Context: an optimization exercise on an open-source flow, tuned for small area, a short achievable clock period and few clock cycles. The choices shown serve that exercise and are no tape-out recipe.
RTL that was checked went through simulation tests only; none was proved equivalent to the original.

// M1
module M1 (
   input  logic         Clock,
   input  logic         Resetn,
   input  logic         start,
   output logic         done,
   input  logic  [15:0] SRAM_read_data,
   output logic  [17:0] SRAM_address,
   output logic  [15:0] SRAM_write_data,
   output logic         SRAM_we_n
);
localparam [17:0] BASE_U   = 18'd13824;
localparam [17:0] BASE_V   = 18'd20736;
localparam [17:0] BASE_RGB = 18'd220672;
localparam [1:0] S_IDLE = 2'd0, S_FILL = 2'd1, S_RUN = 2'd2;
logic [1:0]  state;
logic [2:0]  ph;         
logic [6:0]  mc;         
logic [13:0] YP;         
logic [12:0] CP;         
logic [15:0] WP;         
logic [7:0]  win [0:19];
logic [7:0]  UB;
logic [15:0] VB;
logic [15:0] Yr;
logic [7:0]  Vp, B0h;
logic [8:0]  ps0, ps1, ps2, ps3, ps4;
logic [9:0]  ps24;
logic [8:0]  fs0, fs1, fs3, fs4;
logic [9:0]  fs24;
logic [12:0] Flo;
logic [9:0]  FhA, FhB, FqA, FqB, Fs;
logic        Fq12;
logic [7:0]  Fc;
assign ps0 = {1'b0, win[1]} + {1'b0, win[19]};
assign ps1 = {1'b0, win[3]} + {1'b0, win[17]};
assign ps2 = {1'b0, win[5]} + {1'b0, win[15]};
assign ps3 = {1'b0, win[7]} + {1'b0, win[13]};
assign ps4 = {1'b0, win[9]} + {1'b0, win[11]};
assign ps24 = {1'b0, ps2} + {1'b0, ps4};
always_ff @(posedge Clock) begin
   fs0 <= ps0;
   fs1 <= ps1;
   fs3 <= ps3;
   fs4 <= ps4;
   fs24 <= ps24;
end
logic [8:0]  nfs0, nfs1, nfs3, nfs4;
logic [9:0]  nfs24;
assign nfs0 = ~fs0;
assign nfs1 = ~fs1;
assign nfs3 = ~fs3;
assign nfs4 = ~fs4;
assign nfs24 = ~fs24;
logic fl1, fl2, fl3, fl4, fl5, fl6, fl7, fl8, fl9, fl10, fl11, fl12, fl13, fl14, fl15, fl16;
logic fl17, fl18, fl19, fl20, fl21, fl22, fl23, fl24, fl25, fl26, fl27, fl28, fl29, fl30, fl31, fl32;
logic fl33, fl34, fl35, fl36, fl37, fl38, fl39, fl40, fl41, fl42, fl43, fl44, fl45, fl46, fl47, fl48;
logic fl49, fl50, fl51, fl52, fl53, fl54, fl55, fl56, fl57, fl58, fl59, fl60, fl61, fl62, fl63, fl64;
logic fl65, fl66, fl67, fl68, fl69, fl70, fl71, fl72, fl73, fl74, fl75, fl76, fl77, fl78, fl79, fl80;
logic fl81, fl82, fl83, fl84, fl85, fl86, fl87, fl88, fl89, fl90, fl91, fl92, fl93, fl94, fl95, fl96;
  ...
Size in the first run: roughly 2300 cells after synthesis, ~55 I/O pins, about 27000 um2 of cells after synthesis.
Settings: LEC_CHECK=0, ABC_CLOCK_PERIOD_IN_PS=4000, CAP_MARGIN=20, CORE_MARGIN=2, CORE_UTILIZATION=55, CTS_BUF_LIST=sky130_fd_sc_hd__clkbuf_4 sky130_fd_sc_hd__clkbuf_8, SETUP_SLACK_MARGIN=5, SLEW_MARGIN=20, SYNTH_HIERARCHICAL=1; clock period 14.0 ns.
standard.sh (not shown) runs the stock make flow with config.mk's settings and CLKGATE_MAP_FILE= SYNTH_SCRIPT=/design/flow/synth_recipe.tcl, a recipe that flattens the netlist after the stock synthesis.
==> flow/flow/run.sh <==
#!/bin/bash
set -euo pipefail
bash standard.sh SETUP_SLACK_MARGIN=10 finish > standard_make.log 2>&1
The baseline completed with no timing, DRC or antenna violations.
Next try:
--- a/flow/design.v
+++ b/flow/design.v
@@ -653,41 +653,39 @@
    end
    if (ub_ld) UB <= SRAM_read_data[7:0];
    if (vb_ld) VB <= SRAM_read_data;
    if (y_ld)  Yr <= SRAM_read_data;
    if (vp_ld) Vp <= Fc;
    B0h <= Bc;
    case (ph)
       3'd1:    SRAM_write_data <= {Rc, Gc};
       3'd2:    SRAM_write_data <= {B0h, Rc};
       default: SRAM_write_data <= {Gc, Bc};
    endcase
 end
-logic we_q;
-assign SRAM_we_n = ~we_q;
 always_ff @(posedge Clock or negedge Resetn) begin
    if (~Resetn) begin
       state <= S_IDLE;
       done <= 1'b0;
-      we_q <= 1'b0;
+      SRAM_we_n <= 1'b1;
    end else begin
-      we_q <= 1'b0;
+      SRAM_we_n <= 1'b1;
       case (state)
          S_IDLE: if (start) begin
             done <= 1'b0;
             state <= S_FILL;
          end
          S_FILL: if (mc == 7'd20) state <= S_RUN;
          default: begin  
-            if ((ph == 3'd1 || ph == 3'd2 || ph == 3'd3) && !f_neg) we_q <= 1'b1;
+            if ((ph == 3'd1 || ph == 3'd2 || ph == 3'd3) && !f_neg) SRAM_we_n <= 1'b0;
             if (ph == 3'd4 && f_last) begin
                if (last_row) begin
                   state <= S_IDLE;
                   done <= 1'b1;
                end else
                   state <= S_FILL;
             end
          end
       endcase
    end
 end
 always_ff @(posedge Clock) begin
What happened: The changed run produced a clean layout; area after synthesis is about the same; sequential share of layout area is about the same; fmax barely changes; setup slack improves by 9.6 ps; die area stays flat; global-route usage falls by 0.35 points; core utilization hardly moves; clock-buffer cell count falls by 2.
Testbench counts after the change, summed over its fixed seeds: cycles 432,900.
Only the layout flow was run in the first run of this note; the RTL was not checked for function there.

========
M1, a different RTL version from the one above (not shown whole).
For scale: about 55 I/O pins, ~0.027 sq mm of cells after synthesis.
Settings: LEC_CHECK=0, ABC_CLOCK_PERIOD_IN_PS=4000, CAP_MARGIN=20, CORE_MARGIN=2, CORE_UTILIZATION=65, CTS_BUF_LIST=sky130_fd_sc_hd__clkbuf_4 sky130_fd_sc_hd__clkbuf_8, SETUP_SLACK_MARGIN=5, SLEW_MARGIN=20, SYNTH_HIERARCHICAL=1; clock period 14.0 ns.
Scripts as last shown in full above: flow/flow/run.sh
Edit:
--- a/flow/design.v
+++ b/flow/design.v
@@ -13,40 +13,40 @@
 localparam [17:0] BASE_U   = 18'd13824;
 localparam [17:0] BASE_V   = 18'd20736;
 localparam [17:0] BASE_RGB = 18'd220672;
 localparam [1:0] S_IDLE = 2'd0, S_FILL = 2'd1, S_RUN = 2'd2;
 logic [1:0]  state;
 logic [2:0]  ph;         
 logic [6:0]  mc;         
 logic [13:0] YP;         
 logic [12:0] CP;         
 logic [15:0] WP;         
 logic [7:0]  win [0:19];
 logic [7:0]  UB;
-logic [15:0] VB;
-logic [15:0] Yr;
+logic [7:0]  VBh, VBl;    
+logic [7:0]  Yrh, Yrl;    
 logic [7:0]  Vp, B0h;
 logic [8:0]  ps0, ps1, ps2, ps3, ps4;
 logic [9:0]  ps24;
 logic [8:0]  fs0, fs1, fs3, fs4;
 logic [9:0]  fs24;
 logic [12:0] Flo;
 logic [9:0]  FhA, FhB, FqA, FqB, Fs;
 logic        Fq12;
 logic [7:0]  Fc;
 m1_rca #(8) u_ps0 (.a(win[1]), .b(win[19]), .ci(1'b0), .s(ps0[7:0]), .co(ps0[8]));
 m1_rca #(8) u_ps1 (.a(win[3]), .b(win[17]), .ci(1'b0), .s(ps1[7:0]), .co(ps1[8]));
 assign ps2 = {1'b0, win[5]} + {1'b0, win[15]};
 m1_rca #(8) u_ps3 (.a(win[7]), .b(win[13]), .ci(1'b0), .s(ps3[7:0]), .co(ps3[8]));
-m1_rca #(8) u_ps4 (.a(win[9]), .b(win[11]), .ci(1'b0), .s(ps4[7:0]), .co(ps4[8]));
+assign ps4 = {1'b0, win[9]} + {1'b0, win[11]};
 assign ps24 = {1'b0, ps2} + {1'b0, ps4};
 always_ff @(posedge Clock) begin
    fs0 <= ps0;
    fs1 <= ps1;
    fs3 <= ps3;
    fs4 <= ps4;
    fs24 <= ps24;
 end
 logic [8:0]  nfs0, nfs1, nfs3, nfs4;
 logic [9:0]  nfs24;
 assign nfs0 = ~fs0;
 assign nfs1 = ~fs1;
@@ -179,25 +179,25 @@
 assign Fs = FqA + FqB + {9'd0, Fq12};
 assign Fc = Fs[9] ? 8'h00 : Fs[8] ? 8'hFF : Fs[7:0];
 logic        odd_sel;
 logic [7:0]  Yi, Ui, Vi;
 logic [15:0] Rlo, Glo, Blo;
 logic [9:0]  RhA, RhB, GhA, GhB, RqA, RqB, GqA, GqB;
 logic [10:0] BhA, BhB, BqA, BqB;
 logic        Rq15, Gq15, Bq15;
 logic [9:0]  Rr, Gr;
 logic [10:0] Br;
 logic [7:0]  Rc, Gc, Bc;
 always_ff @(posedge Clock) begin
-   Yi <= odd_sel ? Yr[7:0] : Yr[15:8];
+   Yi <= odd_sel ? Yrl : Yrh;
    if (!odd_sel) Ui <= win[8];
    else if (up_ld) Ui <= Fc;        
    Vi <= odd_sel ? Vp : win[7];
 end
 logic [7:0]  nYi, nUi, nVi;
 assign nYi = ~Yi;
 assign nUi = ~Ui;
 assign nVi = ~Vi;
 logic px1, px2, px3, px4, px5, px6, px7, px8, px9, px10, px11, px12, px13, px14, px15, px16;
 logic px17, px18, px19, px20, px21, px22, px23, px24, px25, px26, px27, px28, px29, px30, px31, px32;
 logic px33, px34, px35, px36, px37, px38, px39, px40, px41, px42, px43, px44, px45, px46, px47, px48;
 logic px49, px50, px51, px52, px53, px54, px55, px56, px57, px58, px59, px60, px61, px62, px63, px64;
@@ -631,38 +631,40 @@
          5'd17: sh = SH_UB;                             
          5'd18: begin sh = SH_BUS; vb_ld = 1'b1; end    
          5'd19: begin sh = SH_BUS; ub_ld = 1'b1; end    
          5'd20: sh = SH_VBL;                            
          default: if (mc >= 7'd4) sh = SH_CLAMP;
       endcase
    end
 end
 logic [7:0] sh_in;
 always_comb begin
    case (sh)
       SH_BUS:  sh_in = SRAM_read_data[15:8];
-      SH_VBH:  sh_in = VB[15:8];
-      SH_VBL:  sh_in = VB[7:0];
+      SH_VBH:  sh_in = VBh;
+      SH_VBL:  sh_in = VBl;
       SH_UB:   sh_in = UB;
       default: sh_in = win[18];
    endcase
 end
 always_ff @(posedge Clock) begin
    if (sh != SH_NONE) begin
       for (int i = 0; i < 19; i++) win[i] <= win[i+1];
       win[19] <= sh_in;
    end
    if (ub_ld) UB <= SRAM_read_data[7:0];
-   if (vb_ld) VB <= SRAM_read_data;
-   if (y_ld)  Yr <= SRAM_read_data;
+   VBh <= SRAM_read_data[15:8];
+   Yrh <= SRAM_read_data[15:8];
+   if (vb_ld) VBl <= SRAM_read_data[7:0];
+   if (y_ld)  Yrl <= SRAM_read_data[7:0];
    if (vp_ld) Vp <= Fc;
    B0h <= Bc;
    case (ph)
       3'd1:    SRAM_write_data <= {Rc, Gc};
       3'd2:    SRAM_write_data <= {B0h, Rc};
       default: SRAM_write_data <= {Gc, Bc};
    endcase
 end
 logic we_q;
 assign SRAM_we_n = ~we_q;
 always_ff @(posedge Clock or negedge Resetn) begin
    if (~Resetn) begin
Outcome: The changed run produced a clean layout. Via count stays flat. Routed wire length grows by a few percent. Cell count stays flat. Final area is lower slightly. Setup slack is better by 0.73 ns. Die area decreases slightly. Clock-buffer cell count falls by 4. Maximum frequency rose by about a fifth. Non-clock buffer count went down by 18. Sequential share of layout area falls by 0.34 points.
Testbench counts after the change, summed over its fixed seeds: cycles 432,900.
Only the layout flow was run in the first run of this note; the RTL was not checked for function there.

re-timing with driven ports:
The results above use ideal ports. As a check the final layouts listed here were re-extracted and re-timed, cells and wires unchanged.
Step 1 sets driving cells, clkbuf_16 on the clock port and buf_2 on the other inputs (assumed; they add their load-dependent delay and slew).
Step 2 adds t to the input delays and takes it off the output delays; t is the mean of the earliest and latest rising clock arrival at the registers after step 1. Input paths then give back, and output paths get back, about the clock's delay inside the block.
a / b / c = ideal ports / drivers / drivers and shift; a / b = the first two.
run | t (ns) | slack for setup (ns) | latest minus earliest clock arrival (ns) | worst register clock-pin slew, ns
the first run of note 1 | 0.714 | 9.936 / 9.880 / 9.401 | 0.049 / 0.049 | 0.07 / 0.07
the second run of note 1 | 0.695 | 9.946 / 9.892 / 9.462 | 0.026 / 0.026 | 0.07 / 0.07
the first run of note 2 | 0.714 | 9.310 / 9.310 / 9.310 | 0.065 / 0.065 | 0.08 / 0.08
the second run of note 2 | 0.678 | 10.042 / 9.989 / 9.395 | 0.041 / 0.042 | 0.07 / 0.07
After both steps every run listed still meets setup and hold. The setup slack of the second run of note 2, which loses most, moves by -0.053 ns with the drivers and by -0.647 ns with both steps.
